This is an optimization exercise on Yosys and OpenROAD, whose aim is small area and a short achievable clock period, not a production implementation. At most, simulation tests tie the RTL to the original design; equivalence was not proved. Power and IR drop assume default switching activity.

## run A
// mac
module mac (
    input  logic clk,
    input  logic rst,
    input  logic signed [15:0] a_in,
    input  logic signed [15:0] b_in,
    input  logic acc_clear,
    output logic acc_out_valid,
    output logic signed [34:0] acc_out
);
logic [15:0] a_r;
logic [7:0] one_r, two_r, neg_r;
wire  [16:0] bx = {b_in, 1'b0};
integer k;
always_ff @(posedge clk) begin
    for (k = 0; k < 8; k = k + 1) begin
        one_r[k] <= bx[2*k+1] ^ bx[2*k];
        two_r[k] <= (bx[2*k+2] & ~bx[2*k+1] & ~bx[2*k]) | (~bx[2*k+2] & bx[2*k+1] & bx[2*k]);
        neg_r[k] <= bx[2*k+2];
    end
    a_r <= rst ? 16'd0 : a_in;
end
wire [17:0] ax = {a_r[15], a_r, 1'b0};
wire [16:0] pp0;
wire [16:0] pp1;
wire [16:0] pp2;
wire [16:0] pp3;
wire [16:0] pp4;
wire [16:0] pp5;
wire [16:0] pp6;
wire [16:0] pp7;
genvar gi, gj;
generate for (gj = 0; gj < 8; gj = gj + 1) begin : g_pp
    for (gi = 0; gi < 17; gi = gi + 1) begin : g_bit
  ...
clock: 7.5 ns
lec_check: 0
cap_margin: 20
core_margin: 2
core_utilization: 40
setup_slack_margin: 4.5
slew_margin: 20
synth_hierarchical: 1
synth_minimum_keep_size: 0
tns_end_percent: 0
standard.sh (not shown) runs the stock make flow with config.mk's settings and CLKGATE_MAP_FILE= SYNTH_SCRIPT=/design/flow/synth_recipe.tcl, a recipe that flattens the netlist after the stock synthesis.
==> flow/flow/run.sh <==
#!/bin/bash
# Standard ORFS layout (the standard.sh, standard synthesis unchanged); the only
# difference is the cell used for the port buffers that buffer_ports inserts.
set -euo pipefail
export BUFFER_PORTS_ARGS="-buffer_cell sky130_fd_sc_hd__buf_2"
bash standard.sh > standard_flow.log 2>&1
The inputs of run B differ from those of run A as listed below.
# run A
export LEC_CHECK = 0
export CAP_MARGIN = 20
export CORE_MARGIN = 2
export CORE_UTILIZATION = 40
export SETUP_SLACK_MARGIN = 4.5
export SLEW_MARGIN = 20
export SYNTH_HIERARCHICAL = 1
export SYNTH_MINIMUM_KEEP_SIZE = 0
export TNS_END_PERCENT = 0
create_clock -name core_clock -period 7.5 [get_ports {clk}]
# run B
export LEC_CHECK = 0
export CAP_MARGIN = 20
export CORE_MARGIN = 2
export CORE_UTILIZATION = 40
export SETUP_SLACK_MARGIN = 3.5
export SLEW_MARGIN = 20
export SYNTH_HIERARCHICAL = 1
export SYNTH_MINIMUM_KEEP_SIZE = 0
export TNS_END_PERCENT = 100
create_clock -name core_clock -period 7.5 [get_ports {clk}]
Notes after the runs:
Against run A as the reference, run B delivers a higher endpoint arrival time on the critical path.
Fraction of standard cell area in multi-input logic ended up 1.9 points lower on run B than on run A.
From run A to run B the numbers moved as follows: fmax fell by 0.33%, number of standard cells in the layout, taps in and fillers out rose by 71, total power rose by 7.1%.
What run C does differently from run B at the input level:
# run B
export LEC_CHECK = 0
export CAP_MARGIN = 20
export CORE_MARGIN = 2
export CORE_UTILIZATION = 40
export SETUP_SLACK_MARGIN = 3.5
export SLEW_MARGIN = 20
export SYNTH_HIERARCHICAL = 1
export SYNTH_MINIMUM_KEEP_SIZE = 0
export TNS_END_PERCENT = 100
create_clock -name core_clock -period 7.5 [get_ports {clk}]
# run C
export LEC_CHECK = 0
export CAP_MARGIN = 20
export CORE_MARGIN = 2
export CORE_UTILIZATION = 60
export SETUP_SLACK_MARGIN = 4.5
export SLEW_MARGIN = 60
export SYNTH_HIERARCHICAL = 1
export SYNTH_MINIMUM_KEEP_SIZE = 0
export TNS_END_PERCENT = 0
create_clock -name core_clock -period 7.5 [get_ports {clk}]
Notes after the runs:
Delta (run C minus run B): non-filler instance count after layout has decreased, clock share of power has increased, sequential cell count has remained practically unchanged. Run C closes out successfully: all stages finished, all timing, DRC and antenna checks passed.
#### Input delta (run D over run C)
# run C
export LEC_CHECK = 0
export CAP_MARGIN = 20
export CORE_MARGIN = 2
export CORE_UTILIZATION = 60
export SETUP_SLACK_MARGIN = 4.5
export SLEW_MARGIN = 60
export SYNTH_HIERARCHICAL = 1
export SYNTH_MINIMUM_KEEP_SIZE = 0
export TNS_END_PERCENT = 0
create_clock -name core_clock -period 7.5 [get_ports {clk}]
# run D
export LEC_CHECK = 0
export CAP_MARGIN = 20
export CORE_MARGIN = 2
export CORE_UTILIZATION = 40
export SETUP_SLACK_MARGIN = 4.5
export SLEW_MARGIN = 20
export SYNTH_HIERARCHICAL = 1
export SYNTH_MINIMUM_KEEP_SIZE = 0
export TNS_END_PERCENT = 0
create_clock -name core_clock -period 7.5 [get_ports {clk}]
==> flow/run.sh (new file) <==
#!/bin/bash
# synth_recipe.tcl (not shown) runs the flow's synth.tcl, then flattens the netlist and writes it again
# the make line also repeats each setting of config.mk as NAME=value (left out here)
make -C /OpenROAD-flow-scripts/flow DESIGN_CONFIG=/design/flow/config.mk WORK_HOME=/design/flow/orfs CLKGATE_MAP_FILE= SYNTH_SCRIPT=/design/flow/synth_recipe.tcl finish
removed: flow/flow/run.sh
removed: flow/standard.sh
==> run summary <==
Cmp run D and run C / worst slew margin relative to its limit / lower: run D. Comparing run D and run C, the higher minimum clock period was measured on run D. Going from run C to run D, via density per instance shrinks by 9.0%. Re share of cell area taken by flip-flops and latches: run D is 1.2 points down on run C. Run D vs run C, startpoint of the worst setup timing path: a_r[15] vs acc_s[4]. | clock insertion delay at the later pin of the skew report | run D vs run C | ≈ equal |.
Inputs modified between run D and run E:
# run D
export LEC_CHECK = 0
export CAP_MARGIN = 20
export CORE_MARGIN = 2
export CORE_UTILIZATION = 40
export SETUP_SLACK_MARGIN = 4.5
export SLEW_MARGIN = 20
export SYNTH_HIERARCHICAL = 1
export SYNTH_MINIMUM_KEEP_SIZE = 0
export TNS_END_PERCENT = 0
create_clock -name core_clock -period 7.5 [get_ports {clk}]
# run E
export LEC_CHECK = 0
export CAP_MARGIN = 20
export CORE_MARGIN = 2
export CORE_UTILIZATION = 40
export SETUP_SLACK_MARGIN = 4.5
export SLEW_MARGIN = 60
export SYNTH_HIERARCHICAL = 1
export SYNTH_MINIMUM_KEEP_SIZE = 0
export TNS_END_PERCENT = 30
create_clock -name core_clock -period 7.5 [get_ports {clk}]
==> flow/flow/run.sh (new file) <==
#!/bin/bash
# Standard ORFS layout (the standard.sh, standard synthesis unchanged); the only
# difference is the cell used for the port buffers that buffer_ports inserts.
set -euo pipefail
export BUFFER_PORTS_ARGS="-buffer_cell sky130_fd_sc_hd__buf_2"
bash standard.sh > standard_flow.log 2>&1
==> flow/standard.sh (new file) <==
#!/bin/bash
# synth_recipe.tcl (not shown) runs the flow's synth.tcl, then flattens the netlist and writes it again
# the make line also repeats each setting of config.mk as NAME=value (left out here)
make -C /OpenROAD-flow-scripts/flow DESIGN_CONFIG=/design/flow/config.mk WORK_HOME=/design/flow/orfs CLKGATE_MAP_FILE= SYNTH_SCRIPT=/design/flow/synth_recipe.tcl "${@:-finish}"
removed: flow/run.sh
Notes after the runs:
On run E: critical path depth is 1 lower than what run D gave. Comparing run D and run E, maximum VDD drop is lower on run D. Largest incremental delay on the critical path ends up higher on run E.
Setup changes, run E to run F
# run E
export LEC_CHECK = 0
export CAP_MARGIN = 20
export CORE_MARGIN = 2
export CORE_UTILIZATION = 40
export SETUP_SLACK_MARGIN = 4.5
export SLEW_MARGIN = 60
export SYNTH_HIERARCHICAL = 1
export SYNTH_MINIMUM_KEEP_SIZE = 0
export TNS_END_PERCENT = 30
create_clock -name core_clock -period 7.5 [get_ports {clk}]
# run F
export LEC_CHECK = 0
export CAP_MARGIN = 20
export CORE_MARGIN = 2
export CORE_UTILIZATION = 40
export SETUP_SLACK_MARGIN = 4.5
export SLEW_MARGIN = 60
export SYNTH_HIERARCHICAL = 1
export SYNTH_MINIMUM_KEEP_SIZE = 0
export TNS_END_PERCENT = 0
create_clock -name core_clock -period 7.5 [get_ports {clk}]
### Flow results
- Run F vs. run E: fraction of final layout cells sized beyond drive strength 1 went down; global routing met2 resource utilization lost 0.88 points.
- Summary of run F over run E: final worst-path setup slack increased 0.046 ns, final area saw a decrease, initial antenna violation count shows a reduction of 1, largest stage delay on the critical path went down.
- In run F the core utilization of the finished layout turned out 4.1 points lower than in run E.
- Run F against run E; count of non-filler cells in the finished layout is down by a few percent.
- The sequential share of layout area of run F is higher than that of run E.

mac, a different RTL version from the one above (not shown whole).
For scale: roughly 110 flip-flops, about 71 I/O pins, about 12000 µm² of cells after synthesis.
clock: 7.5 ns
lec_check: 0
cap_margin: 20
core_margin: 2
core_utilization: 40
setup_slack_margin: 4.5
slew_margin: 60
synth_hierarchical: 1
synth_minimum_keep_size: 0
tns_end_percent: 0
==> flow/flow/run.sh <==
#!/bin/bash
# Standard ORFS layout (the standard.sh, standard synthesis unchanged); the only
# difference is the cell used for the port buffers that buffer_ports inserts.
set -euo pipefail
export BUFFER_PORTS_ARGS="-buffer_cell sky130_fd_sc_hd__buf_2"
bash standard.sh > standard_flow.log 2>&1
Next try:
- SLEW_MARGIN: 60 -> 20
The new run finished with timing, DRC and antenna clean; power shrinks by 1.8%; wire length shrinks by about 1.2%; maximum frequency hardly moves; final area shrinks by about 1.8%; flip-flop and latch count does not change; global-route usage shrinks by 0.38 points; synthesized cell count is unchanged; worst hold slack is worse by 0.0048 ns; sequential share of layout area hardly moves.
Next try:
==> flow/run.sh (new file) <==
#!/bin/bash
# synth_recipe.tcl (not shown) runs the flow's synth.tcl, then flattens the netlist and writes it again
# the make line also repeats each setting of config.mk as NAME=value (left out here)
make -C /OpenROAD-flow-scripts/flow DESIGN_CONFIG=/design/flow/config.mk WORK_HOME=/design/flow/orfs CLKGATE_MAP_FILE= SYNTH_SCRIPT=/design/flow/synth_recipe.tcl finish
- SETUP_SLACK_MARGIN: 4.5 -> unset
- TNS_END_PERCENT: 0 -> unset
removed: flow/flow/run.sh
removed: flow/standard.sh
Outcome: Clock-buffer cell count stays the same; worst hold slack improves by 0.0036 ns; clock power came out higher by 2.9%; wire length came out higher by 1.9%; utilization came out higher by 0.91 points; synthesized area stays the same; design area came out higher by 2.0%; setup slack degrades by 0.66 ns; non-clock buffer count came out lower by 2; flip-flop and latch count stays the same; via count came out higher by 1.7%.
No functional check of the RTL was part of any run of this note.

==> re-timing with driven ports <==
The results above use ideal ports. As a check the final layouts listed here were re-extracted and re-timed, cells and wires unchanged. Step 1 assumes that a clkbuf_16 drives the clock port and a buf_2 every other input. Step 2 adds t to the input delays and takes it off the output delays; t is the mean of the earliest and latest rising clock arrival at the registers after step 1. Input paths then give back, and output paths get back, about the clock's delay inside the block. a / b / c = no drivers / after step 1 / after step 2; a / b = the first two.
| run | t, ns | setup slack, ns | worst hold slack (ns) | worst setup path at the end |
|---|---|---|---|---|
| run A | 0.404 | 3.232 / 3.232 / 3.077 | 0.471 / 0.471 / 0.471 | input to register |
| run B | 0.405 | 3.218 / 3.218 / 2.958 | 0.470 / 0.470 / 0.470 | input to register |
| run C | 0.402 | 3.234 / 3.191 / 3.144 | 0.465 / 0.465 / 0.465 | input to register |
| run D | 0.401 | 3.213 / 3.210 / 3.084 | 0.469 / 0.469 / 0.469 | input to register |
| run E | 0.412 | 3.218 / 3.218 / 3.179 | 0.460 / 0.460 / 0.460 | input to register |
| run F | 0.404 | 3.264 / 3.243 / 3.058 | 0.467 / 0.467 / 0.467 | input to register |
| the first run of note 2 | 0.461 | 3.233 / 3.190 / 3.384 | 0.471 / 0.471 / 0.471 | input to register |
| the second run of note 2 | 0.468 | 3.221 / 3.173 / 3.099 | 0.466 / 0.466 / 0.466 | input to register |
| the third run of note 2 | 0.462 | 2.565 / 2.523 / 2.985 | 0.469 / 0.469 / 0.469 | register to output |
After both steps every run listed still meets setup and hold. For run B, which loses most, drivers alone change the setup slack by 0.000 ns; drivers and shift together by -0.260 ns.
